This is an optimization exercise on Yosys and OpenROAD, whose aim is small area and a short achievable clock period, not a production implementation.
Where RTL was checked, it was by simulation tests only, not by an equivalence proof against the original.
The RTL of run 1 was laid out without a check of its function.
In run 4 the design's own scripts or RTL, not TritonCTS, make the clock network.
No driver is modelled on the clock port, so clock power and skew are understated where the tree is cut down; a real chip needs a root buffer or a tree.
Power and IR drop assume default switching activity.

==> flow/design.v <==
module alu_top(clk, a, b, op, out, carry_out, over_flow, zero);
input clk;
input [31:0] a, b;
input [2:0] op;
output reg [31:0] out;
output reg carry_out, over_flow, zero;
reg [31:0] a_r, b_r;
reg [2:0] op_r;
wire [31:0] alu_out;
wire alu_carry_out, alu_over_flow, alu_zero;
ALU alu_core(a_r, b_r, op_r, alu_out, alu_carry_out, alu_over_flow, alu_zero);
always @(posedge clk) begin
	a_r <= a;
	b_r <= b;
	op_r <= op;
	out <= alu_out;
	carry_out <= alu_carry_out;
	over_flow <= alu_over_flow;
	zero <= alu_zero;
end
endmodule

module lf_andn(a, b, y);
input a, b;
output y;
assign y = ~a & b;
endmodule
module lf_aoi21(a, b, c, y);
input a, b, c;
output y;
assign y = ~((a & b) | c);
endmodule
module lf_inv(a, y);
input a;
output y;
assign y = ~a;
endmodule
module lf_mux2(s, a, b, y);
input s, a, b;
output y;
assign y = s ? b : a;
endmodule
module lf_mux2i(s, a, b, y);
input s, a, b;
output y;
assign y = ~(s ? b : a);
endmodule
module lf_nand2(a, b, y);
input a, b;
output y;
assign y = ~(a & b);
endmodule
module lf_nand4(a, b, c, d, y);
input a, b, c, d;
output y;
assign y = ~(a & b & c & d);
endmodule
module lf_nor2(a, b, y);
input a, b;
output y;
assign y = ~(a | b);
endmodule
module lf_nor4(a, b, c, d, y);
input a, b, c, d;
output y;
assign y = ~(a | b | c | d);
endmodule
module lf_oai21(a, b, c, y);
input a, b, c;
output y;
assign y = ~((a | b) & c);
endmodule
module lf_oai22(a, b, c, d, y);
input a, b, c, d;
output y;
assign y = ~((a | b) & (c | d));
endmodule
module lf_xnor2(a, b, y);
input a, b;
output y;
assign y = ~(a ^ b);
endmodule
module lf_xor2(a, b, y);
input a, b;
output y;
assign y = a ^ b;
endmodule
module ALU(a, b, addr, out, carry_out, over_flow, zero);
input [31:0] a, b;
input [2:0] addr;
output [31:0] out;
output carry_out, over_flow, zero;
wire op3 = (addr == 3'd3);
wire bi  = (addr == 3'd1) | op3;             
wire inv = (addr == 3'd5) | (addr == 3'd6);  
wire ci  = bi | inv;                         
wire cin_n = ~ci;
wire epn = (addr == 3'd3) | (addr == 3'd4) | (addr == 3'd5);  
wire egn = ~addr[2];                                           
wire ec  = (addr == 3'd0) | (addr == 3'd1);
wire ecn = ~ec;
wire q_1;
wire q_2;
wire q_3;
wire q_4;
wire q_5;
wire q_6;
wire q_7;
wire q_8;
wire q_9;
wire q_10;
wire q_11;
wire q_12;
wire q_13;
wire q_14;
wire q_15;
wire q_16;
wire q_17;
wire q_18;
wire q_19;
wire q_20;
wire q_21;
wire q_22;
wire q_23;
wire q_24;
wire q_25;
wire q_26;
wire q_27;
wire q_28;
wire q_29;
wire q_30;
wire q_31;
wire q_32;
wire bi_33;
wire bi_34;
wire bi_35;
wire bi_36;
wire pn_37;
wire pn_38;
wire pn_39;
wire pn_40;
wire pn_41;
wire pn_42;
wire pn_43;
wire pn_44;
wire pn_45;
wire pn_46;
wire pn_47;
wire pn_48;
wire pn_49;
wire pn_50;
wire pn_51;
wire pn_52;
wire pn_53;
wire pn_54;
wire pn_55;
wire pn_56;
wire pn_57;
wire pn_58;
wire pn_59;
wire pn_60;
wire pn_61;
wire pn_62;
wire pn_63;
wire pn_64;
wire pn_65;
wire pn_66;
wire pn_67;
wire pn_68;
wire gn_69;
wire gn_70;
wire gn_71;
wire gn_72;
wire gn_73;
wire gn_74;
wire gn_75;
wire gn_76;
wire gn_77;
wire gn_78;
wire gn_79;
wire gn_80;
wire gn_81;
wire gn_82;
wire gn_83;
wire gn_84;
wire gn_85;
wire gn_86;
wire gn_87;
wire gn_88;
wire gn_89;
wire gn_90;
wire gn_91;
wire gn_92;
wire gn_93;
wire gn_94;
wire gn_95;
wire gn_96;
wire gn_97;
wire gn_98;
wire gn_99;
wire gn_100;
wire G_101;
wire i_102;
wire G_103;
wire G_104;
wire P_105;
wire G_106;
wire P_107;
wire G_108;
wire P_109;
wire G_110;
wire P_111;
wire G_112;
wire P_113;
wire G_114;
wire P_115;
wire G_116;
wire P_117;
wire G_118;
wire P_119;
wire G_120;
wire P_121;
wire G_122;
wire P_123;
wire G_124;
wire P_125;
wire G_126;
wire P_127;
wire G_128;
wire P_129;
wire G_130;
wire P_131;
wire G_132;
wire P_133;
wire G_134;
wire G_135;
wire P_136;
wire G_137;
wire P_138;
wire G_139;
wire P_140;
wire G_141;
wire P_142;
wire G_143;
wire P_144;
wire G_145;
wire P_146;
wire G_147;
wire P_148;
wire G_149;
wire G_150;
wire P_151;
wire G_152;
wire P_153;
wire G_154;
wire P_155;
wire G_156;
wire G_157;
wire P_158;
wire G_159;
wire i_160;
wire G_161;
wire i_162;
wire G_163;
wire G_164;
wire G_165;
wire i_166;
wire G_167;
wire G_168;
wire G_169;
wire i_170;
wire G_171;
wire G_172;
wire i_173;
wire G_174;
wire G_175;
wire i_176;
wire G_177;
wire G_178;
wire G_179;
wire i_180;
wire G_181;
wire G_182;
wire i_183;
wire G_184;
wire G_185;
wire G_186;
wire G_187;
wire i_188;
wire G_189;
wire G_190;
wire G_191;
wire G_192;
wire i_193;
wire G_194;
wire G_195;
wire L_196;
wire L_197;
wire k_198;
wire M_199;
wire L_200;
wire M_201;
wire L_202;
wire M_203;
wire L_204;
wire kn_205;
wire M_206;
wire L_207;
wire M_208;
wire L_209;
wire M_210;
wire L_211;
wire M_212;
wire L_213;
wire k_214;
wire M_215;
wire L_216;
wire M_217;
wire L_218;
wire kn_219;
wire M_220;
wire L_221;
wire M_222;
wire L_223;
wire M_224;
wire L_225;
wire M_226;
wire L_227;
wire M_228;
wire L_229;
wire M_230;
wire L_231;
wire kn_232;
wire M_233;
wire L_234;
wire k_235;
wire M_236;
wire L_237;
wire M_238;
wire L_239;
wire M_240;
wire L_241;
wire M_242;
wire L_243;
wire M_244;
wire L_245;
wire M_246;
wire L_247;
wire M_248;
wire L_249;
wire kn_250;
wire M_251;
wire L_252;
wire k_253;
wire M_254;
wire L_255;
wire M_256;
wire L_257;
wire M_258;
wire L_259;
wire M_260;
wire L_261;
wire M_262;
wire L_263;
wire M_264;
wire L_265;
wire M_266;
wire z_267;
wire z_268;
wire z_269;
wire z_270;
wire z_271;
wire z_272;
wire z_273;
wire z_274;
wire z_275;
wire z_276;
wire mb0;
wire c31 = G_195;
wire c32 = G_159;
wire p31 = ~pn_68;
wire k1 = (op3 & ~p31) | inv;
wire k0 = (op3 & p31) | inv;
wire m1 = (ec & ci) | k1;
wire m0 = (ec & ci) | k0;
assign carry_out = c32 ^ inv;
assign over_flow = c31 ^ c32;
  lf_xnor2 u0 (.a(a[0]), .b(b[0]), .y(q_1));
  lf_xnor2 u1 (.a(a[1]), .b(b[1]), .y(q_2));
  lf_xnor2 u2 (.a(a[2]), .b(b[2]), .y(q_3));
  lf_xnor2 u3 (.a(a[3]), .b(b[3]), .y(q_4));
  lf_xnor2 u4 (.a(a[4]), .b(b[4]), .y(q_5));
  lf_xnor2 u5 (.a(a[5]), .b(b[5]), .y(q_6));
  lf_xnor2 u6 (.a(a[6]), .b(b[6]), .y(q_7));
  lf_xnor2 u7 (.a(a[7]), .b(b[7]), .y(q_8));
  lf_xnor2 u8 (.a(a[8]), .b(b[8]), .y(q_9));
  lf_xnor2 u9 (.a(a[9]), .b(b[9]), .y(q_10));
  lf_xnor2 u10 (.a(a[10]), .b(b[10]), .y(q_11));
  lf_xnor2 u11 (.a(a[11]), .b(b[11]), .y(q_12));
  lf_xnor2 u12 (.a(a[12]), .b(b[12]), .y(q_13));
  lf_xnor2 u13 (.a(a[13]), .b(b[13]), .y(q_14));
  lf_xnor2 u14 (.a(a[14]), .b(b[14]), .y(q_15));
  lf_xnor2 u15 (.a(a[15]), .b(b[15]), .y(q_16));
  lf_xnor2 u16 (.a(a[16]), .b(b[16]), .y(q_17));
  lf_xnor2 u17 (.a(a[17]), .b(b[17]), .y(q_18));
  lf_xnor2 u18 (.a(a[18]), .b(b[18]), .y(q_19));
  lf_xnor2 u19 (.a(a[19]), .b(b[19]), .y(q_20));
  lf_xnor2 u20 (.a(a[20]), .b(b[20]), .y(q_21));
  lf_xnor2 u21 (.a(a[21]), .b(b[21]), .y(q_22));
  lf_xnor2 u22 (.a(a[22]), .b(b[22]), .y(q_23));
  lf_xnor2 u23 (.a(a[23]), .b(b[23]), .y(q_24));
  lf_xnor2 u24 (.a(a[24]), .b(b[24]), .y(q_25));
  lf_xnor2 u25 (.a(a[25]), .b(b[25]), .y(q_26));
  lf_xnor2 u26 (.a(a[26]), .b(b[26]), .y(q_27));
  lf_xnor2 u27 (.a(a[27]), .b(b[27]), .y(q_28));
  lf_xnor2 u28 (.a(a[28]), .b(b[28]), .y(q_29));
  lf_xnor2 u29 (.a(a[29]), .b(b[29]), .y(q_30));
  lf_xnor2 u30 (.a(a[30]), .b(b[30]), .y(q_31));
  lf_xnor2 u31 (.a(a[31]), .b(b[31]), .y(q_32));
  lf_andn u32 (.a(addr[2]), .b(addr[0]), .y(bi_33));
  lf_andn u33 (.a(addr[2]), .b(addr[0]), .y(bi_34));
  lf_andn u34 (.a(addr[2]), .b(addr[0]), .y(bi_35));
  lf_andn u35 (.a(addr[2]), .b(addr[0]), .y(bi_36));
  lf_xor2 u36 (.a(q_1), .b(bi_33), .y(pn_37));
  lf_xor2 u37 (.a(q_2), .b(bi_33), .y(pn_38));
  lf_xor2 u38 (.a(q_3), .b(bi_33), .y(pn_39));
  lf_xor2 u39 (.a(q_4), .b(bi_33), .y(pn_40));
  lf_xor2 u40 (.a(q_5), .b(bi_33), .y(pn_41));
  lf_xor2 u41 (.a(q_6), .b(bi_33), .y(pn_42));
  lf_xor2 u42 (.a(q_7), .b(bi_33), .y(pn_43));
  lf_xor2 u43 (.a(q_8), .b(bi_33), .y(pn_44));
  lf_xor2 u44 (.a(q_9), .b(bi_34), .y(pn_45));
  lf_xor2 u45 (.a(q_10), .b(bi_34), .y(pn_46));
  lf_xor2 u46 (.a(q_11), .b(bi_34), .y(pn_47));
  lf_xor2 u47 (.a(q_12), .b(bi_34), .y(pn_48));
  lf_xor2 u48 (.a(q_13), .b(bi_34), .y(pn_49));
  lf_xor2 u49 (.a(q_14), .b(bi_34), .y(pn_50));
  lf_xor2 u50 (.a(q_15), .b(bi_34), .y(pn_51));
  lf_xor2 u51 (.a(q_16), .b(bi_34), .y(pn_52));
  lf_xor2 u52 (.a(q_17), .b(bi_35), .y(pn_53));
  lf_xor2 u53 (.a(q_18), .b(bi_35), .y(pn_54));
  lf_xor2 u54 (.a(q_19), .b(bi_35), .y(pn_55));
  lf_xor2 u55 (.a(q_20), .b(bi_35), .y(pn_56));
  lf_xor2 u56 (.a(q_21), .b(bi_35), .y(pn_57));
  lf_xor2 u57 (.a(q_22), .b(bi_35), .y(pn_58));
  lf_xor2 u58 (.a(q_23), .b(bi_35), .y(pn_59));
  lf_xor2 u59 (.a(q_24), .b(bi_35), .y(pn_60));
  lf_xor2 u60 (.a(q_25), .b(bi_36), .y(pn_61));
  lf_xor2 u61 (.a(q_26), .b(bi_36), .y(pn_62));
  lf_xor2 u62 (.a(q_27), .b(bi_36), .y(pn_63));
  lf_xor2 u63 (.a(q_28), .b(bi_36), .y(pn_64));
  lf_xor2 u64 (.a(q_29), .b(bi_36), .y(pn_65));
  lf_xor2 u65 (.a(q_30), .b(bi_36), .y(pn_66));
  lf_xor2 u66 (.a(q_31), .b(bi_36), .y(pn_67));
  lf_xor2 u67 (.a(q_32), .b(bi_36), .y(pn_68));
  lf_nand2 u68 (.a(a[0]), .b(pn_37), .y(gn_69));
  lf_nand2 u69 (.a(a[1]), .b(pn_38), .y(gn_70));
  lf_nand2 u70 (.a(a[2]), .b(pn_39), .y(gn_71));
  lf_nand2 u71 (.a(a[3]), .b(pn_40), .y(gn_72));
  lf_nand2 u72 (.a(a[4]), .b(pn_41), .y(gn_73));
  lf_nand2 u73 (.a(a[5]), .b(pn_42), .y(gn_74));
  lf_nand2 u74 (.a(a[6]), .b(pn_43), .y(gn_75));
  lf_nand2 u75 (.a(a[7]), .b(pn_44), .y(gn_76));
  lf_nand2 u76 (.a(a[8]), .b(pn_45), .y(gn_77));
  lf_nand2 u77 (.a(a[9]), .b(pn_46), .y(gn_78));
  lf_nand2 u78 (.a(a[10]), .b(pn_47), .y(gn_79));
  lf_nand2 u79 (.a(a[11]), .b(pn_48), .y(gn_80));
  lf_nand2 u80 (.a(a[12]), .b(pn_49), .y(gn_81));
  lf_nand2 u81 (.a(a[13]), .b(pn_50), .y(gn_82));
  lf_nand2 u82 (.a(a[14]), .b(pn_51), .y(gn_83));
  lf_nand2 u83 (.a(a[15]), .b(pn_52), .y(gn_84));
  lf_nand2 u84 (.a(a[16]), .b(pn_53), .y(gn_85));
  lf_nand2 u85 (.a(a[17]), .b(pn_54), .y(gn_86));
  lf_nand2 u86 (.a(a[18]), .b(pn_55), .y(gn_87));
  lf_nand2 u87 (.a(a[19]), .b(pn_56), .y(gn_88));
  lf_nand2 u88 (.a(a[20]), .b(pn_57), .y(gn_89));
  lf_nand2 u89 (.a(a[21]), .b(pn_58), .y(gn_90));
  lf_nand2 u90 (.a(a[22]), .b(pn_59), .y(gn_91));
  lf_nand2 u91 (.a(a[23]), .b(pn_60), .y(gn_92));
  lf_nand2 u92 (.a(a[24]), .b(pn_61), .y(gn_93));
  lf_nand2 u93 (.a(a[25]), .b(pn_62), .y(gn_94));
  lf_nand2 u94 (.a(a[26]), .b(pn_63), .y(gn_95));
  lf_nand2 u95 (.a(a[27]), .b(pn_64), .y(gn_96));
  lf_nand2 u96 (.a(a[28]), .b(pn_65), .y(gn_97));
  lf_nand2 u97 (.a(a[29]), .b(pn_66), .y(gn_98));
  lf_nand2 u98 (.a(a[30]), .b(pn_67), .y(gn_99));
  lf_nand2 u99 (.a(a[31]), .b(pn_68), .y(gn_100));
  lf_oai21 u100 (.a(pn_37), .b(cin_n), .c(gn_69), .y(G_101));
  lf_inv u101 (.a(G_101), .y(i_102));
  lf_oai21 u102 (.a(pn_38), .b(i_102), .c(gn_70), .y(G_103));
  lf_oai21 u103 (.a(pn_40), .b(gn_71), .c(gn_72), .y(G_104));
  lf_nor2 u104 (.a(pn_40), .b(pn_39), .y(P_105));
  lf_oai21 u105 (.a(pn_42), .b(gn_73), .c(gn_74), .y(G_106));
  lf_nor2 u106 (.a(pn_42), .b(pn_41), .y(P_107));
  lf_oai21 u107 (.a(pn_44), .b(gn_75), .c(gn_76), .y(G_108));
  lf_nor2 u108 (.a(pn_44), .b(pn_43), .y(P_109));
  lf_oai21 u109 (.a(pn_46), .b(gn_77), .c(gn_78), .y(G_110));
  lf_nor2 u110 (.a(pn_46), .b(pn_45), .y(P_111));
  lf_oai21 u111 (.a(pn_48), .b(gn_79), .c(gn_80), .y(G_112));
  lf_nor2 u112 (.a(pn_48), .b(pn_47), .y(P_113));
  lf_oai21 u113 (.a(pn_50), .b(gn_81), .c(gn_82), .y(G_114));
  lf_nor2 u114 (.a(pn_50), .b(pn_49), .y(P_115));
  lf_oai21 u115 (.a(pn_52), .b(gn_83), .c(gn_84), .y(G_116));
  lf_nor2 u116 (.a(pn_52), .b(pn_51), .y(P_117));
  lf_oai21 u117 (.a(pn_54), .b(gn_85), .c(gn_86), .y(G_118));
  lf_nor2 u118 (.a(pn_54), .b(pn_53), .y(P_119));
  lf_oai21 u119 (.a(pn_56), .b(gn_87), .c(gn_88), .y(G_120));
  lf_nor2 u120 (.a(pn_56), .b(pn_55), .y(P_121));
  lf_oai21 u121 (.a(pn_58), .b(gn_89), .c(gn_90), .y(G_122));
  lf_nor2 u122 (.a(pn_58), .b(pn_57), .y(P_123));
  lf_oai21 u123 (.a(pn_60), .b(gn_91), .c(gn_92), .y(G_124));
  lf_nor2 u124 (.a(pn_60), .b(pn_59), .y(P_125));
  lf_oai21 u125 (.a(pn_62), .b(gn_93), .c(gn_94), .y(G_126));
  lf_nor2 u126 (.a(pn_62), .b(pn_61), .y(P_127));
  lf_oai21 u127 (.a(pn_64), .b(gn_95), .c(gn_96), .y(G_128));
  lf_nor2 u128 (.a(pn_64), .b(pn_63), .y(P_129));
  lf_oai21 u129 (.a(pn_66), .b(gn_97), .c(gn_98), .y(G_130));
  lf_nor2 u130 (.a(pn_66), .b(pn_65), .y(P_131));
  lf_oai21 u131 (.a(pn_68), .b(gn_99), .c(gn_100), .y(G_132));
  lf_nor2 u132 (.a(pn_68), .b(pn_67), .y(P_133));
  lf_aoi21 u133 (.a(P_105), .b(G_103), .c(G_104), .y(G_134));
  lf_aoi21 u134 (.a(P_109), .b(G_106), .c(G_108), .y(G_135));
  lf_nand2 u135 (.a(P_109), .b(P_107), .y(P_136));
  lf_aoi21 u136 (.a(P_113), .b(G_110), .c(G_112), .y(G_137));
  lf_nand2 u137 (.a(P_113), .b(P_111), .y(P_138));
  lf_aoi21 u138 (.a(P_117), .b(G_114), .c(G_116), .y(G_139));
  lf_nand2 u139 (.a(P_117), .b(P_115), .y(P_140));
  lf_aoi21 u140 (.a(P_121), .b(G_118), .c(G_120), .y(G_141));
  lf_nand2 u141 (.a(P_121), .b(P_119), .y(P_142));
  lf_aoi21 u142 (.a(P_125), .b(G_122), .c(G_124), .y(G_143));
  lf_nand2 u143 (.a(P_125), .b(P_123), .y(P_144));
  lf_aoi21 u144 (.a(P_129), .b(G_126), .c(G_128), .y(G_145));
  lf_nand2 u145 (.a(P_129), .b(P_127), .y(P_146));
  lf_aoi21 u146 (.a(P_133), .b(G_130), .c(G_132), .y(G_147));
  lf_nand2 u147 (.a(P_133), .b(P_131), .y(P_148));
  lf_oai21 u148 (.a(P_136), .b(G_134), .c(G_135), .y(G_149));
  lf_oai21 u149 (.a(P_140), .b(G_137), .c(G_139), .y(G_150));
  lf_nor2 u150 (.a(P_140), .b(P_138), .y(P_151));
  lf_oai21 u151 (.a(P_144), .b(G_141), .c(G_143), .y(G_152));
  lf_nor2 u152 (.a(P_144), .b(P_142), .y(P_153));
  lf_oai21 u153 (.a(P_148), .b(G_145), .c(G_147), .y(G_154));
  lf_nor2 u154 (.a(P_148), .b(P_146), .y(P_155));
  lf_aoi21 u155 (.a(P_151), .b(G_149), .c(G_150), .y(G_156));
  lf_aoi21 u156 (.a(P_155), .b(G_152), .c(G_154), .y(G_157));
  lf_nand2 u157 (.a(P_155), .b(P_153), .y(P_158));
  lf_oai21 u158 (.a(P_158), .b(G_156), .c(G_157), .y(G_159));
  lf_inv u159 (.a(G_156), .y(i_160));
  lf_aoi21 u160 (.a(P_153), .b(i_160), .c(G_152), .y(G_161));
  lf_inv u161 (.a(G_149), .y(i_162));
  lf_oai21 u162 (.a(P_138), .b(i_162), .c(G_137), .y(G_163));
  lf_oai21 u163 (.a(P_142), .b(G_156), .c(G_141), .y(G_164));
  lf_oai21 u164 (.a(P_146), .b(G_161), .c(G_145), .y(G_165));
  lf_inv u165 (.a(G_134), .y(i_166));
  lf_aoi21 u166 (.a(P_107), .b(i_166), .c(G_106), .y(G_167));
  lf_aoi21 u167 (.a(P_111), .b(G_149), .c(G_110), .y(G_168));
  lf_aoi21 u168 (.a(P_115), .b(G_163), .c(G_114), .y(G_169));
  lf_inv u169 (.a(G_156), .y(i_170));
  lf_aoi21 u170 (.a(P_119), .b(i_170), .c(G_118), .y(G_171));
  lf_aoi21 u171 (.a(P_123), .b(G_164), .c(G_122), .y(G_172));
  lf_inv u172 (.a(G_161), .y(i_173));
  lf_aoi21 u173 (.a(P_127), .b(i_173), .c(G_126), .y(G_174));
  lf_aoi21 u174 (.a(P_131), .b(G_165), .c(G_130), .y(G_175));
  lf_inv u175 (.a(G_103), .y(i_176));
  lf_oai21 u176 (.a(pn_39), .b(i_176), .c(gn_71), .y(G_177));
  lf_oai21 u177 (.a(pn_41), .b(G_134), .c(gn_73), .y(G_178));
  lf_oai21 u178 (.a(pn_43), .b(G_167), .c(gn_75), .y(G_179));
  lf_inv u179 (.a(G_149), .y(i_180));
  lf_oai21 u180 (.a(pn_45), .b(i_180), .c(gn_77), .y(G_181));
  lf_oai21 u181 (.a(pn_47), .b(G_168), .c(gn_79), .y(G_182));
  lf_inv u182 (.a(G_163), .y(i_183));
  lf_oai21 u183 (.a(pn_49), .b(i_183), .c(gn_81), .y(G_184));
  lf_oai21 u184 (.a(pn_51), .b(G_169), .c(gn_83), .y(G_185));
  lf_oai21 u185 (.a(pn_53), .b(G_156), .c(gn_85), .y(G_186));
  lf_oai21 u186 (.a(pn_55), .b(G_171), .c(gn_87), .y(G_187));
  lf_inv u187 (.a(G_164), .y(i_188));
  lf_oai21 u188 (.a(pn_57), .b(i_188), .c(gn_89), .y(G_189));
  lf_oai21 u189 (.a(pn_59), .b(G_172), .c(gn_91), .y(G_190));
  lf_oai21 u190 (.a(pn_61), .b(G_161), .c(gn_93), .y(G_191));
  lf_oai21 u191 (.a(pn_63), .b(G_174), .c(gn_95), .y(G_192));
  lf_inv u192 (.a(G_165), .y(i_193));
  lf_oai21 u193 (.a(pn_65), .b(i_193), .c(gn_97), .y(G_194));
  lf_oai21 u194 (.a(pn_67), .b(G_175), .c(gn_99), .y(G_195));
  lf_oai22 u195 (.a(pn_37), .b(epn), .c(gn_69), .d(egn), .y(L_196));
  lf_xor2 u196 (.a(L_196), .b(mb0), .y(out[0]));
  lf_oai22 u197 (.a(pn_38), .b(epn), .c(gn_70), .d(egn), .y(L_197));
  lf_mux2 u198 (.s(G_159), .a(k0), .b(k1), .y(k_198));
  lf_aoi21 u199 (.a(G_101), .b(ec), .c(k_198), .y(M_199));
  lf_xnor2 u200 (.a(L_197), .b(M_199), .y(out[1]));
  lf_oai22 u201 (.a(pn_39), .b(epn), .c(gn_71), .d(egn), .y(L_200));
  lf_aoi21 u202 (.a(G_103), .b(ec), .c(k_198), .y(M_201));
  lf_xnor2 u203 (.a(L_200), .b(M_201), .y(out[2]));
  lf_oai22 u204 (.a(pn_40), .b(epn), .c(gn_72), .d(egn), .y(L_202));
  lf_aoi21 u205 (.a(G_177), .b(ec), .c(k_198), .y(M_203));
  lf_xnor2 u206 (.a(L_202), .b(M_203), .y(out[3]));
  lf_oai22 u207 (.a(pn_41), .b(epn), .c(gn_73), .d(egn), .y(L_204));
  lf_mux2i u208 (.s(G_159), .a(k0), .b(k1), .y(kn_205));
  lf_oai21 u209 (.a(G_134), .b(ecn), .c(kn_205), .y(M_206));
  lf_xor2 u210 (.a(L_204), .b(M_206), .y(out[4]));
  lf_oai22 u211 (.a(pn_42), .b(epn), .c(gn_74), .d(egn), .y(L_207));
  lf_aoi21 u212 (.a(G_178), .b(ec), .c(k_198), .y(M_208));
  lf_xnor2 u213 (.a(L_207), .b(M_208), .y(out[5]));
  lf_oai22 u214 (.a(pn_43), .b(epn), .c(gn_75), .d(egn), .y(L_209));
  lf_oai21 u215 (.a(G_167), .b(ecn), .c(kn_205), .y(M_210));
  lf_xor2 u216 (.a(L_209), .b(M_210), .y(out[6]));
  lf_oai22 u217 (.a(pn_44), .b(epn), .c(gn_76), .d(egn), .y(L_211));
  lf_aoi21 u218 (.a(G_179), .b(ec), .c(k_198), .y(M_212));
  lf_xnor2 u219 (.a(L_211), .b(M_212), .y(out[7]));
  lf_oai22 u220 (.a(pn_45), .b(epn), .c(gn_77), .d(egn), .y(L_213));
  lf_mux2 u221 (.s(G_159), .a(k0), .b(k1), .y(k_214));
  lf_aoi21 u222 (.a(G_149), .b(ec), .c(k_214), .y(M_215));
  lf_xnor2 u223 (.a(L_213), .b(M_215), .y(out[8]));
  lf_oai22 u224 (.a(pn_46), .b(epn), .c(gn_78), .d(egn), .y(L_216));
  lf_aoi21 u225 (.a(G_181), .b(ec), .c(k_214), .y(M_217));
  lf_xnor2 u226 (.a(L_216), .b(M_217), .y(out[9]));
  lf_oai22 u227 (.a(pn_47), .b(epn), .c(gn_79), .d(egn), .y(L_218));
  lf_mux2i u228 (.s(G_159), .a(k0), .b(k1), .y(kn_219));
  lf_oai21 u229 (.a(G_168), .b(ecn), .c(kn_219), .y(M_220));
  lf_xor2 u230 (.a(L_218), .b(M_220), .y(out[10]));
  lf_oai22 u231 (.a(pn_48), .b(epn), .c(gn_80), .d(egn), .y(L_221));
  lf_aoi21 u232 (.a(G_182), .b(ec), .c(k_214), .y(M_222));
  lf_xnor2 u233 (.a(L_221), .b(M_222), .y(out[11]));
  lf_oai22 u234 (.a(pn_49), .b(epn), .c(gn_81), .d(egn), .y(L_223));
  lf_aoi21 u235 (.a(G_163), .b(ec), .c(k_214), .y(M_224));
  lf_xnor2 u236 (.a(L_223), .b(M_224), .y(out[12]));
  lf_oai22 u237 (.a(pn_50), .b(epn), .c(gn_82), .d(egn), .y(L_225));
  lf_aoi21 u238 (.a(G_184), .b(ec), .c(k_214), .y(M_226));
  lf_xnor2 u239 (.a(L_225), .b(M_226), .y(out[13]));
  lf_oai22 u240 (.a(pn_51), .b(epn), .c(gn_83), .d(egn), .y(L_227));
  lf_oai21 u241 (.a(G_169), .b(ecn), .c(kn_219), .y(M_228));
  lf_xor2 u242 (.a(L_227), .b(M_228), .y(out[14]));
  lf_oai22 u243 (.a(pn_52), .b(epn), .c(gn_84), .d(egn), .y(L_229));
  lf_aoi21 u244 (.a(G_185), .b(ec), .c(k_214), .y(M_230));
  lf_xnor2 u245 (.a(L_229), .b(M_230), .y(out[15]));
  lf_oai22 u246 (.a(pn_53), .b(epn), .c(gn_85), .d(egn), .y(L_231));
  lf_mux2i u247 (.s(G_159), .a(k0), .b(k1), .y(kn_232));
  lf_oai21 u248 (.a(G_156), .b(ecn), .c(kn_232), .y(M_233));
  lf_xor2 u249 (.a(L_231), .b(M_233), .y(out[16]));
  lf_oai22 u250 (.a(pn_54), .b(epn), .c(gn_86), .d(egn), .y(L_234));
  lf_mux2 u251 (.s(G_159), .a(k0), .b(k1), .y(k_235));
  lf_aoi21 u252 (.a(G_186), .b(ec), .c(k_235), .y(M_236));
  lf_xnor2 u253 (.a(L_234), .b(M_236), .y(out[17]));
  lf_oai22 u254 (.a(pn_55), .b(epn), .c(gn_87), .d(egn), .y(L_237));
  lf_oai21 u255 (.a(G_171), .b(ecn), .c(kn_232), .y(M_238));
  lf_xor2 u256 (.a(L_237), .b(M_238), .y(out[18]));
  lf_oai22 u257 (.a(pn_56), .b(epn), .c(gn_88), .d(egn), .y(L_239));
  lf_aoi21 u258 (.a(G_187), .b(ec), .c(k_235), .y(M_240));
  lf_xnor2 u259 (.a(L_239), .b(M_240), .y(out[19]));
  lf_oai22 u260 (.a(pn_57), .b(epn), .c(gn_89), .d(egn), .y(L_241));
  lf_aoi21 u261 (.a(G_164), .b(ec), .c(k_235), .y(M_242));
  lf_xnor2 u262 (.a(L_241), .b(M_242), .y(out[20]));
  lf_oai22 u263 (.a(pn_58), .b(epn), .c(gn_90), .d(egn), .y(L_243));
  lf_aoi21 u264 (.a(G_189), .b(ec), .c(k_235), .y(M_244));
  lf_xnor2 u265 (.a(L_243), .b(M_244), .y(out[21]));
  lf_oai22 u266 (.a(pn_59), .b(epn), .c(gn_91), .d(egn), .y(L_245));
  lf_oai21 u267 (.a(G_172), .b(ecn), .c(kn_232), .y(M_246));
  lf_xor2 u268 (.a(L_245), .b(M_246), .y(out[22]));
  lf_oai22 u269 (.a(pn_60), .b(epn), .c(gn_92), .d(egn), .y(L_247));
  lf_aoi21 u270 (.a(G_190), .b(ec), .c(k_235), .y(M_248));
  lf_xnor2 u271 (.a(L_247), .b(M_248), .y(out[23]));
  lf_oai22 u272 (.a(pn_61), .b(epn), .c(gn_93), .d(egn), .y(L_249));
  lf_mux2i u273 (.s(G_159), .a(k0), .b(k1), .y(kn_250));
  lf_oai21 u274 (.a(G_161), .b(ecn), .c(kn_250), .y(M_251));
  lf_xor2 u275 (.a(L_249), .b(M_251), .y(out[24]));
  lf_oai22 u276 (.a(pn_62), .b(epn), .c(gn_94), .d(egn), .y(L_252));
  lf_mux2 u277 (.s(G_159), .a(k0), .b(k1), .y(k_253));
  lf_aoi21 u278 (.a(G_191), .b(ec), .c(k_253), .y(M_254));
  lf_xnor2 u279 (.a(L_252), .b(M_254), .y(out[25]));
  lf_oai22 u280 (.a(pn_63), .b(epn), .c(gn_95), .d(egn), .y(L_255));
  lf_oai21 u281 (.a(G_174), .b(ecn), .c(kn_250), .y(M_256));
  lf_xor2 u282 (.a(L_255), .b(M_256), .y(out[26]));
  lf_oai22 u283 (.a(pn_64), .b(epn), .c(gn_96), .d(egn), .y(L_257));
  lf_aoi21 u284 (.a(G_192), .b(ec), .c(k_253), .y(M_258));
  lf_xnor2 u285 (.a(L_257), .b(M_258), .y(out[27]));
  lf_oai22 u286 (.a(pn_65), .b(epn), .c(gn_97), .d(egn), .y(L_259));
  lf_aoi21 u287 (.a(G_165), .b(ec), .c(k_253), .y(M_260));
  lf_xnor2 u288 (.a(L_259), .b(M_260), .y(out[28]));
  lf_oai22 u289 (.a(pn_66), .b(epn), .c(gn_98), .d(egn), .y(L_261));
  lf_aoi21 u290 (.a(G_194), .b(ec), .c(k_253), .y(M_262));
  lf_xnor2 u291 (.a(L_261), .b(M_262), .y(out[29]));
  lf_oai22 u292 (.a(pn_67), .b(epn), .c(gn_99), .d(egn), .y(L_263));
  lf_oai21 u293 (.a(G_175), .b(ecn), .c(kn_250), .y(M_264));
  lf_xor2 u294 (.a(L_263), .b(M_264), .y(out[30]));
  lf_oai22 u295 (.a(pn_68), .b(epn), .c(gn_100), .d(egn), .y(L_265));
  lf_aoi21 u296 (.a(G_195), .b(ec), .c(k_253), .y(M_266));
  lf_xnor2 u297 (.a(L_265), .b(M_266), .y(out[31]));
  lf_nor4 u298 (.a(out[0]), .b(out[1]), .c(out[2]), .d(out[3]), .y(z_267));
  lf_nor4 u299 (.a(out[4]), .b(out[5]), .c(out[6]), .d(out[7]), .y(z_268));
  lf_nor4 u300 (.a(out[8]), .b(out[9]), .c(out[10]), .d(out[11]), .y(z_269));
  lf_nor4 u301 (.a(out[12]), .b(out[13]), .c(out[14]), .d(out[15]), .y(z_270));
  lf_nor4 u302 (.a(out[16]), .b(out[17]), .c(out[18]), .d(out[19]), .y(z_271));
  lf_nor4 u303 (.a(out[20]), .b(out[21]), .c(out[22]), .d(out[23]), .y(z_272));
  lf_nor4 u304 (.a(out[24]), .b(out[25]), .c(out[26]), .d(out[27]), .y(z_273));
  lf_nor4 u305 (.a(out[28]), .b(out[29]), .c(out[30]), .d(out[31]), .y(z_274));
  lf_nand4 u306 (.a(z_267), .b(z_268), .c(z_269), .d(z_270), .y(z_275));
  lf_nand4 u307 (.a(z_271), .b(z_272), .c(z_273), .d(z_274), .y(z_276));
  lf_nor2 u308 (.a(z_275), .b(z_276), .y(zero));
lf_mux2 um (.s(c32), .a(m0), .b(m1), .y(mb0));   
endmodule
==> flow/flow/run.sh <==
#!/bin/bash
# The standard layout (standard.sh) with three changes to how it is made:
#  - the port buffers are sky130 buf_1 rather than the resizer's default pick;
#  - before floorplanning every combinational cell is set to drive strength 1
#    (flow/downsize.tcl), so only the resizer's timing repair sizes cells up;
#  - the timing repair aims at a setup slack margin of SETUP_MARGIN ns.
# Each tool's output goes to ORFS's own per-step logs under orfs/logs; make's
# output goes to standard.log.
export BUFFER_PORTS_ARGS="-buffer_cell sky130_fd_sc_hd__buf_1"
export SETUP_SLACK_MARGIN=${SETUP_MARGIN:-10.5}
export PRE_FLOORPLAN_TCL=$PWD/flow/downsize.tcl
bash standard.sh > standard.log 2>&1
==> flow/flow/downsize.tcl <==
# Start placement from the smallest drive of every combinational cell that
# synthesis sized up; the timing repair later in the flow sizes up again only
# the cells on paths that need it. Flip-flops are left as synthesis made them.
set db [ord::get_db]
set n 0
foreach inst [[ord::get_db_block] getInsts] {
  set m [[$inst getMaster] getName]
  if {[regexp {^(sky130_fd_sc_hd__([a-z0-9]+))_([0-9]+)$} $m -> base kind sz] && $sz > 1
      && ![string match df* $kind] && ![string match sdf* $kind] && ![string match dl* $kind]} {
    set nm [$db findMaster ${base}_1]
    if {$nm ne "NULL"} {
      $inst swapMaster $nm
      incr n
    }
  }
}
puts "downsize.tcl: $n cells set to drive strength 1"
==> flow/standard.sh <==
#!/bin/bash
# synth_recipe.tcl (not shown) runs the flow's synth.tcl, then flattens the netlist and writes it again
# the make line also repeats each setting of config.mk as NAME=value (left out here)
make -C /OpenROAD-flow-scripts/flow DESIGN_CONFIG=/design/flow/config.mk WORK_HOME=/design/flow/orfs CLKGATE_MAP_FILE= SYNTH_SCRIPT=/design/flow/synth_recipe.tcl "${@:-finish}"
==> flow/config.mk <==
export PLATFORM = sky130hd
export DESIGN_NAME = alu_top
export DESIGN_NICKNAME = alu_top
export VERILOG_FILES = /design/flow/design.v
export SDC_FILE = /design/flow/constraint.sdc
export NUM_CORES = 4
export LEC_CHECK = 0
export CAP_MARGIN = 20
export CORE_MARGIN = 2
export CORE_UTILIZATION = 40
export SLEW_MARGIN = 20
export SYNTH_HIERARCHICAL = 1
==> flow/constraint.sdc <==
create_clock -name core_clock -period 14.5 [get_ports {clk}]
set_input_delay 2.9000 -clock core_clock [delete_from_list [all_inputs] [get_ports {clk}]]
set_output_delay 2.9000 -clock core_clock [all_outputs]
set_load 0.01 [all_outputs]
==> out/qor.yml, run 1 <==
critical_path:
  worstReg2RegStart: "op_r[0]"
  crit_required_ns: 11.60
  endpoint_kind: "output port"
  slowest_stage: "dfxtp_1"
  worstSetupPathType: "reg2out"
  rr_worst_depth: 17
  startpoint: "out[7]"
  crit_buf_inv: 1
  cpLargestDelayFamily: "flip-flops"
  reg2reg_to: "zero"
  crit_chain: "buf_1"
  ff2ff_setup_slack_ns: 10.92
  max_stage_delay_ns: 0.36
  critPathArrivalTime_ns: 0.89
  start_kind: "register"
  crit_fanout: 1
run_status:
  status: "no timing/DRC/antenna violations"
layout:
  diodes: 0
  final_net_count: 621
  drive_gt1_share_pct: 7.89
drt:
  drtAntennaViolNets: 0
  drtPass1Iterations: 4
  via_count: 3352
  wl_per_cell_um: 12.9
  routed_wl_um: 8910
  viasPerCell: 4.85
  drc: 0
  drt_iter0_markers: 89
die:
  die_h_um: 105
  fp.dieW_um: 105
  die_area_um2: 11100
  start_util_pct: 41.5
  row_count: 36
  ios: 103
  core_area_um2: 9860
power_and_ir_drop:
  clkPwrFrac_pct: 21.5
  max-vdd-ir-drop_v: 0.0000594
  leakage_nw: 1.93
  netSwitchingPower_w: 0.000255
  total_power_w: 0.000736
  p_per_area_nw_per_um2: 147
  p_sw_share_pct: 34.6
  p_seq_share_pct: 47.3
  internal_power_w: 0.000481
  pwr-share-comb_pct: 31.2
sta:
  finClkSkew_ns: 0.0126
  drv_slew: 0
  fin_crit_ns: 3.79
  setup_viol: 0
  rsz0062_at_grt: "false"
  final.setup.tns_ns: 0
  final_hold_viol_count: 0
  worst_pin_slew_ns: 0.877
  timing.final.crit_share_pct: 26.1
  relSlewSlack_pct: 41.1
  fmax_mhz: 264
min_path:
  holdPathStages: 3
  hp-class: "reg2reg"
  hold_end: "out[7]"
  min_from: "a_r[7]"
clock_tree:
  clk_pin_slew_ns: 0.10
  clock_path_buffers: 2
  root_buffer: "clkbuf_8"
  clk_latency_ns: 0.37
  htree_levels: 3
  cts_inserted_buffers: 9
  clock_sinks: 102
  cts_tree: "built"
grt:
  antenna_found_initial: 0
  grt_start_max_net_pins: 34
  grt_usage_pct: 16.3
  grt_pass1_wl_um: 14700
  grt.overflow.total: 0
  grt_pass1_vias: 3284
yosys:
  synth_warnings: 7
  syn_nets: 500
  syn_inst: 432
place:
  port_buffers: 102
  dp_hpwl_um: 6540
  gpl.final_weighted_congestion: 0.886
flow_run:
  drv_cap: 0
-- cell type report --
class / count / area (µm²)
sequential: 102 / 2050
timing repair buffer: 111 / 450
clock buffer: 10 / 128
tap: 133 / 166
clock inverter: 6 / 43.8
inverter: 13 / 52.6
fill: 971 / 4860
multi-input combinational: 316 / 2120
-- power groups by stage --
stage / logic, W / clock network, W / registers, W
after floorplan: 0.000133 / 0 / 0.000370
after global placement: 0.000213 / 0 / 0.000354
after detailed placement: 0.000215 / 0 / 0.000354
after CTS: 0.000223 / 0.000164 / 0.000348
after global routing: 0.000254 / 0.000175 / 0.000352
final: 0.000230 / 0.000158 / 0.000348
-- registers in the layout, summed over array words and instances (netlist names) --
name and cells:
out 32, over_flow 1, carry_out 1, zero 1
a_r 32, op_r 3, b_r 32
-- cell usage in the layout, fill, tap and decap left out, drive strengths merged --
master / n
xnor2: 54
xor2: 46
nand2b: 1
mux2: 5
a21oi: 39
nor2: 20
nor4: 8
o31ai: 1
nand2: 44
nor2b: 4
inv: 15
a21o: 2
clkbuf: 10
nand4: 2
clkinvlp: 2
mux2i: 5
dfxtp: 102
or2: 1
clkinv: 2
buf: 111
o21ai: 52
o22ai: 32
-- through the flow --
stage               hold WS, ns  instance area, µm²  instances  setup slack [ns]  utilization (%)
floorplan                 0.585                4100        432             10.64                -
global placement          0.651                4660        667              9.89             47.2
detailed placement        0.663                4660        667              9.60             47.2
CTS                       0.682                4920        691             10.56             49.8
global route              0.716                5010        691             10.48             50.8
finish                    0.678                5010        691             10.71             50.8
-- layer usage --
layer,global-route usage (%),share of wire (%),wire length (µm)
met1,21.1,47,4190
met2,26.7,47,4150
met3,4.18,5.0,446
met4,4.95,1.3,120
met5,0,0,0
-- repair_timing --
item                                    CTS  global route
resized for setup                         8            18
hold buffers                              0             0
pin swaps                                 2             1
endpoints found under the setup margin   34             1
buffers inserted                          8             0
-- how the worst max path moves through the flow --
stage,to,slack (ns),cells after the start
after global placement,zero,9.89,16
after CTS,zero,10.56,18
after floorplan,zero,10.64,16
after detailed placement,zero,9.60,16
after global routing,zero,10.48,16
final,out[7],10.71,1
==> inputs of run 2 (changes only) <==
--- a/flow/design.v
+++ b/flow/design.v
@@ -21,4 +21,9 @@
 endmodule
 
+module lf_and2(a, b, y);
+input a, b;
+output y;
+assign y = a & b;
+endmodule
 module lf_andn(a, b, y);
 input a, b;
@@ -61,9 +66,4 @@
 assign y = ~(a | b);
 endmodule
-module lf_nor4(a, b, c, d, y);
-input a, b, c, d;
-output y;
-assign y = ~(a | b | c | d);
-endmodule
 module lf_oai21(a, b, c, y);
 input a, b, c;
@@ -376,4 +376,16 @@
 wire z_275;
 wire z_276;
+wire z_277;
+wire z_278;
+wire z_279;
+wire z_280;
+wire z_281;
+wire z_282;
+wire z_283;
+wire z_284;
+wire z_285;
+wire z_286;
+wire z_287;
+wire z_288;
 wire mb0;
 wire c31 = G_195;
@@ -684,15 +696,27 @@
   lf_aoi21 u296 (.a(G_195), .b(ec), .c(k_253), .y(M_266));
   lf_xnor2 u297 (.a(L_265), .b(M_266), .y(out[31]));
-  lf_nor4 u298 (.a(out[0]), .b(out[1]), .c(out[2]), .d(out[3]), .y(z_267));
-  lf_nor4 u299 (.a(out[4]), .b(out[5]), .c(out[6]), .d(out[7]), .y(z_268));
-  lf_nor4 u300 (.a(out[8]), .b(out[9]), .c(out[10]), .d(out[11]), .y(z_269));
-  lf_nor4 u301 (.a(out[12]), .b(out[13]), .c(out[14]), .d(out[15]), .y(z_270));
-  lf_nor4 u302 (.a(out[16]), .b(out[17]), .c(out[18]), .d(out[19]), .y(z_271));
-  lf_nor4 u303 (.a(out[20]), .b(out[21]), .c(out[22]), .d(out[23]), .y(z_272));
-  lf_nor4 u304 (.a(out[24]), .b(out[25]), .c(out[26]), .d(out[27]), .y(z_273));
-  lf_nor4 u305 (.a(out[28]), .b(out[29]), .c(out[30]), .d(out[31]), .y(z_274));
-  lf_nand4 u306 (.a(z_267), .b(z_268), .c(z_269), .d(z_270), .y(z_275));
-  lf_nand4 u307 (.a(z_271), .b(z_272), .c(z_273), .d(z_274), .y(z_276));
-  lf_nor2 u308 (.a(z_275), .b(z_276), .y(zero));
+  lf_nor2 u298 (.a(out[0]), .b(out[1]), .y(z_267));
+  lf_nor2 u299 (.a(out[2]), .b(out[3]), .y(z_268));
+  lf_nor2 u300 (.a(out[4]), .b(out[5]), .y(z_269));
+  lf_nor2 u301 (.a(out[6]), .b(out[7]), .y(z_270));
+  lf_nor2 u302 (.a(out[8]), .b(out[9]), .y(z_271));
+  lf_nor2 u303 (.a(out[10]), .b(out[11]), .y(z_272));
+  lf_nor2 u304 (.a(out[12]), .b(out[13]), .y(z_273));
+  lf_nor2 u305 (.a(out[14]), .b(out[15]), .y(z_274));
+  lf_nor2 u306 (.a(out[16]), .b(out[17]), .y(z_275));
+  lf_nor2 u307 (.a(out[18]), .b(out[19]), .y(z_276));
+  lf_nor2 u308 (.a(out[20]), .b(out[21]), .y(z_277));
+  lf_nor2 u309 (.a(out[22]), .b(out[23]), .y(z_278));
+  lf_nor2 u310 (.a(out[24]), .b(out[25]), .y(z_279));
+  lf_nor2 u311 (.a(out[26]), .b(out[27]), .y(z_280));
+  lf_nor2 u312 (.a(out[28]), .b(out[29]), .y(z_281));
+  lf_nor2 u313 (.a(out[30]), .b(out[31]), .y(z_282));
+  lf_nand4 u314 (.a(z_267), .b(z_268), .c(z_269), .d(z_270), .y(z_283));
+  lf_nand4 u315 (.a(z_271), .b(z_272), .c(z_273), .d(z_274), .y(z_284));
+  lf_nand4 u316 (.a(z_275), .b(z_276), .c(z_277), .d(z_278), .y(z_285));
+  lf_nand4 u317 (.a(z_279), .b(z_280), .c(z_281), .d(z_282), .y(z_286));
+  lf_nor2 u318 (.a(z_283), .b(z_284), .y(z_287));
+  lf_nor2 u319 (.a(z_285), .b(z_286), .y(z_288));
+  lf_and2 u320 (.a(z_287), .b(z_288), .y(zero));
 lf_mux2 um (.s(c32), .a(m0), .b(m1), .y(mb0));   
 endmodule
--- a/flow/flow/run.sh
+++ b/flow/flow/run.sh
@@ -10,3 +10,4 @@
 export SETUP_SLACK_MARGIN=${SETUP_MARGIN:-10.5}
 export PRE_FLOORPLAN_TCL=$PWD/flow/downsize.tcl
+export CTS_ARGS="-sink_clustering_enable -repair_clock_nets -dont_use_dummy_load -sink_clustering_size 40 -sink_clustering_max_diameter 150"
 bash standard.sh > standard.log 2>&1
--- a/flow/config.mk
+++ b/flow/config.mk
@@ -9,4 +9,6 @@
 export CORE_MARGIN = 2
 export CORE_UTILIZATION = 40
+export CTS_CLUSTER_DIAMETER = 150
+export CTS_CLUSTER_SIZE = 40
 export SLEW_MARGIN = 20
 export SYNTH_HIERARCHICAL = 1
==> out/qor.yml, run 2 <==
critical_path:
  start_kind: "register"
  max_stage_delay_ns: 0.35
  crit_buf_inv: 1
  ff2ff_setup_slack_ns: 10.88
  reg2reg_to: "zero"
  slowest_stage: "dfxtp_1"
  worstReg2RegStart: "op_r[0]"
  crit_chain: "buf_1"
  rr_worst_depth: 18
  endpoint_kind: "output port"
  cpLargestDelayFamily: "flip-flops"
  worstSetupPathType: "reg2out"
  crit_required_ns: 11.60
  crit_fanout: 1
  critPathArrivalTime_ns: 0.86
sta:
  relSlewSlack_pct: 31.9
  final.setup.tns_ns: 0
  fmax_mhz: 266
  rsz0062_at_grt: "false"
  final_hold_viol_count: 0
  fin_crit_ns: 3.76
  drv_slew: 0
  setup_viol: 0
  timing.final.crit_share_pct: 25.9
  finClkSkew_ns: 0.0225
  worst_pin_slew_ns: 1.01
flow_run:
  drv_cap: 0
place:
  dp_hpwl_um: 6510
  port_buffers: 102
  dp.cells: 682
  gpl.final_weighted_congestion: 0.867
layout:
  final_net_count: 631
  final_cell_mix: "102 x buf_1, 100 x dfxtp_1, 54 x xnor2_1"
  regArea_um2: 2040
  fill_cells: 1027
  multi_input_area_um2: 2090
  diodes: 0
  drive_gt1_share_pct: 4.99
  largestRegisters: "a_r (32), b_r (32), out (32)"
  final_common_cell: "buf_1"
  stdcell_count: 697
power_and_ir_drop:
  leakage_nw: 1.92
  max-vdd-ir-drop_v: 0.0000545
  p_per_area_nw_per_um2: 145
drt:
  via_count: 3380
  drtPass1Iterations: 4
  viasPerCell: 4.85
  routed_wl_um: 8950
  drc: 0
  wl_per_cell_um: 12.8
  drt_iter0_markers: 83
  drtAntennaViolNets: 0
min_path:
  hp-class: "reg2reg"
  min_from: "a_r[19]"
  holdPathStages: 3
  hold_end: "out[19]"
yosys:
  synth_warnings: 7
  syn_inst: 444
  syn_nets: 512
die:
  row_count: 37
  die_h_um: 106
  core_area_um2: 10200
  start_util_pct: 40.5
  ios: 103
  fp.dieW_um: 106
  die_area_um2: 11100
clock_tree:
  clk_pin_slew_ns: 0.08
  clock_path_buffers: 2
  clk_latency_ns: 0.36
  cts_inserted_buffers: 9
  cts_hold_buf: 0
  htree_levels: 3
  root_buffer: "clkbuf_8"
  cts_tree: "built"
  clock_sinks: 102
grt:
  antenna_found_initial: 0
  grt_usage_pct: 16.2
  grt.overflow.total: 0
  grt_start_max_net_pins: 34
  grt_pass1_vias: 3306
  grt_pass1_wl_um: 14500
run_status:
  status: "no timing/DRC/antenna violations"
-- run 2: cell types whose count changed in the layout (fill, tap and decap cells not counted), moves of 3 or more --
cell    delta
xor2_2     -3
nor4_1     -7
inv_6      -3
xor2_1     +3
buf_4      -4
nor2_1    +17
-- run 2: final cells by class --
type / instances / share of cell area, %
sequential: 102 / 41.4
inverter: 13 / 0.987
tap: 136 / 3.44
multi-input combinational: 328 / 42.4
clock buffer: 9 / 2.51
timing repair buffer: 109 / 9.32
-- run 2: where the power goes --
part / switching (W) / leakage [nW] / internal [W]
logic: 0.000141 / 0.997 / 0.0000907
registers: 0.0000188 / 0.860 / 0.000329
clock network: 0.0000820 / 0.0647 / 0.0000558
-- run 2: what timing repair did --
item	in CTS	in global routing
endpoints found under the setup margin	34	1
gates resized for setup	5	9
hold endpoints to repair	0	0
pin swaps	1	1
buffers inserted	5	1
-- run 2: metrics by stage --
stage / util, % / hold WS, ns / instance area, µm² / total power, W / setup slack [ns]
5_1_grt: 48.5 / 0.709 / 4940 / 0.000762 / 10.50
3_3_place_gp: 46.1 / 0.655 / 4690 / 0.000572 / 9.92
6_report: 48.5 / 0.672 / 4940 / 0.000717 / 10.74
4_1_cts: 48.1 / 0.670 / 4900 / 0.000720 / 10.52
2_1_floorplan: - / 0.585 / 4130 / 0.000507 / 10.68
3_5_place_dp: 46.1 / 0.655 / 4690 / 0.000574 / 9.73
-- run 2: layer usage --
| layer | up-vias | share of wire [%] | GRT usage (%) |
|---|---|---|---|
| met5 | - | 0 | 0 |
| met3 | 17 | 4.9 | 3.71 |
| met1 | 1523 | 44 | 20.1 |
| li1 | 1750 | - | - |
| met2 | 90 | 49 | 27.4 |
| met4 | 0 | 1.9 | 5.92 |
-- run 2: worst max path at each step --
stage | from | endpoint | slack (ns) | depth (start not counted)
after floorplan | op_r[2] | zero | 10.68 | 17
after global routing | op_r[0] | zero | 10.50 | 18
after detailed placement | op_r[0] | zero | 9.73 | 17
after global placement | op_r[0] | zero | 9.92 | 17
after CTS | op_r[0] | zero | 10.52 | 19
final | out[5] | out[5] | 10.74 | 1
==> inputs of run 3 (changes only) <==
--- a/flow/flow/run.sh
+++ b/flow/flow/run.sh
@@ -10,4 +10,3 @@
 export SETUP_SLACK_MARGIN=${SETUP_MARGIN:-10.5}
 export PRE_FLOORPLAN_TCL=$PWD/flow/downsize.tcl
-export CTS_ARGS="-sink_clustering_enable -repair_clock_nets -dont_use_dummy_load -sink_clustering_size 40 -sink_clustering_max_diameter 150"
 bash standard.sh > standard.log 2>&1
--- a/flow/config.mk
+++ b/flow/config.mk
@@ -9,6 +9,4 @@
 export CORE_MARGIN = 2
 export CORE_UTILIZATION = 40
-export CTS_CLUSTER_DIAMETER = 150
-export CTS_CLUSTER_SIZE = 40
 export SLEW_MARGIN = 20
 export SYNTH_HIERARCHICAL = 1
==> out/qor.yml, run 3 <==
drt:
  drtPass1Iterations: 4
  drtAntennaViolNets: 0
  via_count: 3409
  viasPerCell: 4.85
  wl_per_cell_um: 12.8
  drc: 0
  drt_iter0_markers: 97
  routed_wl_um: 9000
critical_path:
  cpLargestDelayFamily: "flip-flops"
  worstSetupPathType: "reg2out"
  critPathArrivalTime_ns: 0.87
  crit_buf_inv: 1
  ff2ff_setup_slack_ns: 10.90
  slowest_stage: "dfxtp_1"
  crit_required_ns: 11.60
  start_kind: "register"
  max_stage_delay_ns: 0.36
  endpoint_kind: "output port"
  crit_fanout: 1
  reg2reg_to: "zero"
  crit_chain: "buf_1"
  worstReg2RegStart: "op_r[0]"
  rr_worst_depth: 16
grt:
  grt_usage_pct: 16.3
  grt.overflow.total: 0
  grt_pass1_wl_um: 14700
  antenna_found_initial: 0
  use_met2_pct: 27.6
  use_met3_pct: 3.53
  top_usage_layer: "met2"
  use_met1_pct: 20.3
  grt_start_max_net_pins: 34
  grt_pass1_vias: 3343
sta:
  setup_viol: 0
  fmax_mhz: 265
  worst_pin_slew_ns: 1.01
  drv_slew: 0
  relSlewSlack_pct: 31.9
  final.setup.tns_ns: 0
  finClkSkew_ns: 0.0138
  timing.final.crit_share_pct: 26.0
  fin_crit_ns: 3.77
  rsz0062_at_grt: "false"
  final_hold_viol_count: 0
power_and_ir_drop:
  leakage_nw: 1.95
  p_per_area_nw_per_um2: 151
  max-vdd-ir-drop_v: 0.0000564
yosys:
  syn_nets: 512
  syn_inst: 444
  synth_warnings: 7
place:
  port_buffers: 102
  dp.cells: 682
  gpl.final_weighted_congestion: 0.867
  dp_hpwl_um: 6510
clock_tree:
  clk_pin_slew_ns: 0.09
  root_buffer: "clkbuf_8"
  cts_hold_buf: 0
  cts_tree: "built"
  cts_inserted_buffers: 9
  clock_path_buffers: 2
  htree_levels: 3
  clk_latency_ns: 0.36
  clock_sinks: 102
die:
  die_h_um: 106
  row_count: 37
  ios: 103
  die_area_um2: 11100
  start_util_pct: 40.5
  core_area_um2: 10200
  fp.dieW_um: 106
layout:
  stdcell_count: 703
  final_common_cell: "buf_1"
  diodes: 0
  drive_gt1_share_pct: 6.17
  final_cell_mix: "102 x buf_1, 100 x dfxtp_1, 54 x xnor2_1"
  largestRegisters: "a_r (32), b_r (32), out (32)"
  final_net_count: 631
min_path:
  hp-class: "reg2reg"
  holdPathStages: 2
  min_from: "op_r[2]"
  hold_end: "carry_out"
run_status:
  status: "no timing/DRC/antenna violations"
flow_run:
  drv_cap: 0
run 3: layout make-up:
class / count / area, µm²
Multi-Input combinational cell: 328 / 2100
Clock buffer: 10 / 138
Inverter: 13 / 48.8
Tap cell: 136 / 170
Sequential cell: 102 / 2040
Timing Repair Buffer: 109 / 460
Clock inverter: 5 / 58.8
Fill cell: 1011 / 5170
run 3: tightest hold or removal path: cells and delay by family (launching register included):
family / cells / cell delay, ns
flip-flops: 1 / 0.41
AND/OR/NAND/NOR: 1 / 0.15
XOR/XNOR: 1 / 0.07
run 3: worst max path at each step:
| stage | from | to | slack (ns) | depth (start not counted) |
|---|---|---|---|---|
| after floorplan | op_r[2] | zero | 10.68 | 17 |
| after global placement | op_r[0] | zero | 9.92 | 17 |
| after detailed placement | op_r[0] | zero | 9.73 | 17 |
| after CTS | op_r[0] | zero | 10.52 | 19 |
| after global routing | op_r[0] | zero | 10.58 | 18 |
| final | out[5] | out[5] | 10.73 | 1 |
run 3: stage by stage:
stage	instance area [µm²]	hold slack [ns]	setup slack (ns)	util (%)	total power, W
final	5020	0.672	10.73	49.3	0.000757
after global routing	5020	0.708	10.58	49.3	0.000802
after CTS	4970	0.670	10.52	48.8	0.000759
after detailed placement	4690	0.655	9.73	46.1	0.000574
after global placement	4690	0.655	9.92	46.1	0.000572
after floorplan	4130	0.585	10.68	-	0.000507
run 3: what timing repair did:
action	in CTS	in global routing
resized for setup	5	10
pin swaps	1	1
setup buffers	5	1
endpoints found under the setup margin	34	1
run 3: report_power, final:
group	leakage [nW]	total, W	switching, W	internal (W)
logic	0.997	0.000232	0.000142	0.0000909
clock network	0.0948	0.000177	0.0000932	0.0000839
registers	0.860	0.000347	0.0000189	0.000329
total	1.95	0.000757	0.000254	0.000503
run 3: routing by layer:
metal / up-vias / routed length [µm]
met4: 0 / 173
met1: 1545 / 4080
met5: - / 0
li1: 1754 / -
met2: 93 / 4330
met3: 17 / 425
==> inputs of run 4 (changes only) <==
--- a/flow/flow/run.sh
+++ b/flow/flow/run.sh
@@ -4,5 +4,7 @@
 #  - before floorplanning every combinational cell is set to drive strength 1
 #    (flow/downsize.tcl), so only the resizer's timing repair sizes cells up;
-#  - the timing repair aims at a setup slack margin of SETUP_MARGIN ns.
+#  - the timing repair aims at a setup slack margin of SETUP_MARGIN ns;
+#  - the clock port drives MCTS_K buffers that each drive the flip-flops of
+#    one region (flow/cts_hook.tcl), instead of TritonCTS's two-level tree.
 # Each tool's output goes to ORFS's own per-step logs under orfs/logs; make's
 # output goes to standard.log.
@@ -10,3 +12,6 @@
 export SETUP_SLACK_MARGIN=${SETUP_MARGIN:-10.5}
 export PRE_FLOORPLAN_TCL=$PWD/flow/downsize.tcl
+export MCTS_K=${MCTS_K:-4}
+export MCTS_CELL=${MCTS_CELL:-sky130_fd_sc_hd__buf_12}
+export PRE_CTS_TCL=$PWD/flow/cts_hook.tcl
 bash standard.sh > standard.log 2>&1
==> flow/flow/cts_hook.tcl (new file) <==
# Clock distribution with one level of buffers: the clock port drives
# K buffer cells, each driving the flip-flops of one region of the
# core (the flip-flops split into K groups of equal size by position).
proc manual_cts {K {cell sky130_fd_sc_hd__clkbuf_16}} {
  set block [ord::get_db_block]
  set clknet [$block findNet clk]
  set master [[ord::get_db] findMaster $cell]
  set sinks {}
  foreach it [$clknet getITerms] {
    set inst [$it getInst]
    set xy [$inst getLocation]
    lappend sinks [list $it [lindex $xy 0] [lindex $xy 1]]
  }
  # split along the longer side of the sinks' bounding box
  set xs [lsort -integer [lmap s $sinks {lindex $s 1}]]
  set ys [lsort -integer [lmap s $sinks {lindex $s 2}]]
  set idx [expr {([lindex $xs end] - [lindex $xs 0]) >= ([lindex $ys end] - [lindex $ys 0]) ? 1 : 2}]
  set sinks [lsort -integer -index $idx $sinks]
  set n [llength $sinks]
  for {set g 0} {$g < $K} {incr g} {
    set lo [expr {$g * $n / $K}]
    set hi [expr {($g + 1) * $n / $K - 1}]
    set grp [lrange $sinks $lo $hi]
    set inst [odb::dbInst_create $block $master "clkbuf_m_$g"]
    set net [odb::dbNet_create $block "clk_m_$g"]
    $net setSigType CLOCK
    [$inst findITerm A] connect $clknet
    [$inst findITerm X] connect $net
    set sx 0; set sy 0
    foreach s $grp {
      set it [lindex $s 0]
      $it disconnect
      $it connect $net
      incr sx [lindex $s 1]; incr sy [lindex $s 2]
    }
    set m [llength $grp]
    $inst setLocation [expr {$sx / $m}] [expr {$sy / $m}]
    $inst setPlacementStatus PLACED
  }
}

# Used as the PRE_CTS hook of the standard flow: build the one-level clock
# distribution here, then let cts.tcl go on (detailed placement, timing
# repair) with TritonCTS's own tree building turned into a no-op.
manual_cts $::env(MCTS_K) $::env(MCTS_CELL)
set_propagated_clock [all_clocks]
rename clock_tree_synthesis tritoncts_clock_tree_synthesis
proc clock_tree_synthesis {args} {
  puts "cts_hook.tcl: clock_tree_synthesis skipped (one-level clock buffers built in the PRE_CTS hook)"
}
==> out/qor.yml, run 4 <==
run_status:
  status: "no timing/DRC/antenna violations"
place:
  dp_hpwl_um: 6510
  port_buffers: 102
  placed_cell_area_um2: 4690
  gpl.final_weighted_congestion: 0.867
yosys:
  syn_nets: 512
  syn_inst: 444
  synth_warnings: 7
power_and_ir_drop:
  p_per_area_nw_per_um2: 141
  pwr-share-comb_pct: 33.5
  netSwitchingPower_w: 0.000228
  p_sw_share_pct: 32.9
  clkPwrFrac_pct: 16.3
  p_seq_share_pct: 50.2
  internal_power_w: 0.000464
  leakage_nw: 1.89
  max-vdd-ir-drop_v: 0.0000593
  total_power_w: 0.000692
sta:
  fin_crit_ns: 3.62
  relSlewSlack_pct: 29.6
  final.setup.tns_ns: 0
  setup_viol: 0
  finClkSkew_ns: 0.0168
  drv_slew: 0
  fmax_mhz: 276
  worst_pin_slew_ns: 1.05
  whs_ns: 0.666
  final_hold_viol_count: 0
  timing.final.crit_share_pct: 25.0
  rsz0062_at_grt: "false"
critical_path:
  worstReg2RegStart: "op_r[0]"
  crit_fanout: 10
  endpoint_kind: "register"
  crit_required_ns: 14.58
  start_kind: "register"
  worstSetupPathType: "reg2reg"
  ff2ff_setup_slack_ns: 10.88
  rr_worst_depth: 18
  reg2reg_to: "zero"
  critPathArrivalTime_ns: 3.71
drt:
  drt_iter0_markers: 90
  drtPass1Iterations: 4
  drtAntennaViolNets: 0
  drc: 0
  routed_wl_um: 8790
  wl_per_cell_um: 12.7
  viasPerCell: 4.83
  via_count: 3339
layout:
  finalInstanceArea_um2: 4900
  final_net_count: 626
  largestRegisters: "a_r (32), b_r (32), out (32)"
  drive_gt1_share_pct: 4.14
  final_cell_mix: "102 x buf_1, 100 x dfxtp_1, 54 x xnor2_1"
  final_core_util_pct: 48.1
  diodes: 0
  final_common_cell: "buf_1"
grt:
  grt_usage_pct: 15.1
  grt_pass1_vias: 3253
  grt_pass1_wl_um: 14300
  antenna_found_initial: 0
  grt_start_max_net_pins: 34
  grt.overflow.total: 0
min_path:
  min_from: "a_r[19]"
  holdPathStages: 3
  hold_end: "out[19]"
  hp-class: "reg2reg"
die:
  core_area_um2: 10200
  row_count: 37
  die_area_um2: 11100
  ios: 103
  fp.dieW_um: 106
  die_h_um: 106
  start_util_pct: 40.5
flow_run:
  drv_cap: 0
clock_tree:
  clk_pin_slew_ns: 0.11
  clk_latency_ns: 0.14
  cts_hold_buf: 0
run 4: per-layer routing:
metal	GRT usage (%)	wire, µm	vias up	share of wire, %
met4	2.26	112	0	1.3
met2	27.1	4220	107	48
met3	0.989	483	9	5.5
met1	20.4	3970	1479	45
met5	0	0	-	0
li1	-	-	1744	-
run 4: power groups by stage:
stage,Combinational [W],Clock [W],Sequential [W]
3_5_place_dp,0.000220,0,0.000354
5_1_grt,0.000258,0.000127,0.000352
3_3_place_gp,0.000218,0,0.000354
6_report,0.000232,0.000113,0.000347
4_1_cts,0.000229,0.000116,0.000348
2_1_floorplan,0.000137,0,0.000370
run 4: final cells by class:
| class | instances | area, µm² |
|---|---|---|
| plain buffers | 4 | 80.1 |
| multi-input cells | 328 | 2090 |
| repair buffers | 109 | 460 |
| fillers | 1038 | 5290 |
| inverters | 13 | 48.8 |
| well taps | 136 | 170 |
| flip-flops and latches | 102 | 2040 |
run 4: repair_timing:
item	in CTS	in global routing
pin swaps	1	1
setup buffers	5	1
gates resized for setup	5	9
endpoints found under the setup margin	34	1
run 4: worst max-delay path by stage:
stage | from | end | cells after the start
2_1_floorplan | op_r[2] | zero | 17
3_3_place_gp | op_r[0] | zero | 17
3_5_place_dp | op_r[0] | zero | 17
4_1_cts | op_r[0] | zero | 19
5_1_grt | op_r[0] | zero | 18
6_report | op_r[0] | zero | 18
run 4: stage by stage:
step,setup slack (ns),cells
3_3_place_gp,9.92,682
3_5_place_dp,9.73,682
4_1_cts,10.50,691
2_1_floorplan,10.68,444
5_1_grt,10.48,692
6_report,10.88,692
run 4: critical path, stage by stage, from the launching register on:
cell and delay [ns]:
dfxtp_2 0.46, nor2b_4 0.26, buf_12 0.15, xor2_1 0.22
o21ai_1 0.14, a21oi_2 0.24, o21ai_2 0.13, a21oi_4 0.25
inv_1 0.07, a21oi_1 0.31, o21ai_1 0.17, a21oi_1 0.21
o21ai_1 0.13, a21oi_1 0.19, xnor2_1 0.12, nor2_1 0.12
nand4_1 0.13, nor2_1 0.14, and2_1 0.12

==> re-timing with driven ports <==
Ports are ideal in the flow. The routed layouts listed here were re-timed in OpenROAD. Step 1, drivers: a clkbuf_16 drives clk and a buf_2 each remaining input, both assumed. Step 2 also shifts input and output timing later by t, the mid clock arrival at the registers, as if the neighbouring blocks saw the same clock. Three values: ideal, step 1, step 2; two values: the first two.
run	t, ns	setup slack, ns	worst hold slack (ns)
run 1	0.397	10.709 / 10.677 / 10.921	0.678 / 0.678 / 0.678
run 2	0.379	10.741 / 10.711 / 10.883	0.672 / 0.672 / 0.672
run 3	0.386	10.727 / 10.696 / 10.900	0.672 / 0.672 / 0.672
run 4	0.206	10.877 / 10.863 / 10.877	0.666 / 0.666 / 0.666
After both steps every run listed still meets setup and hold.
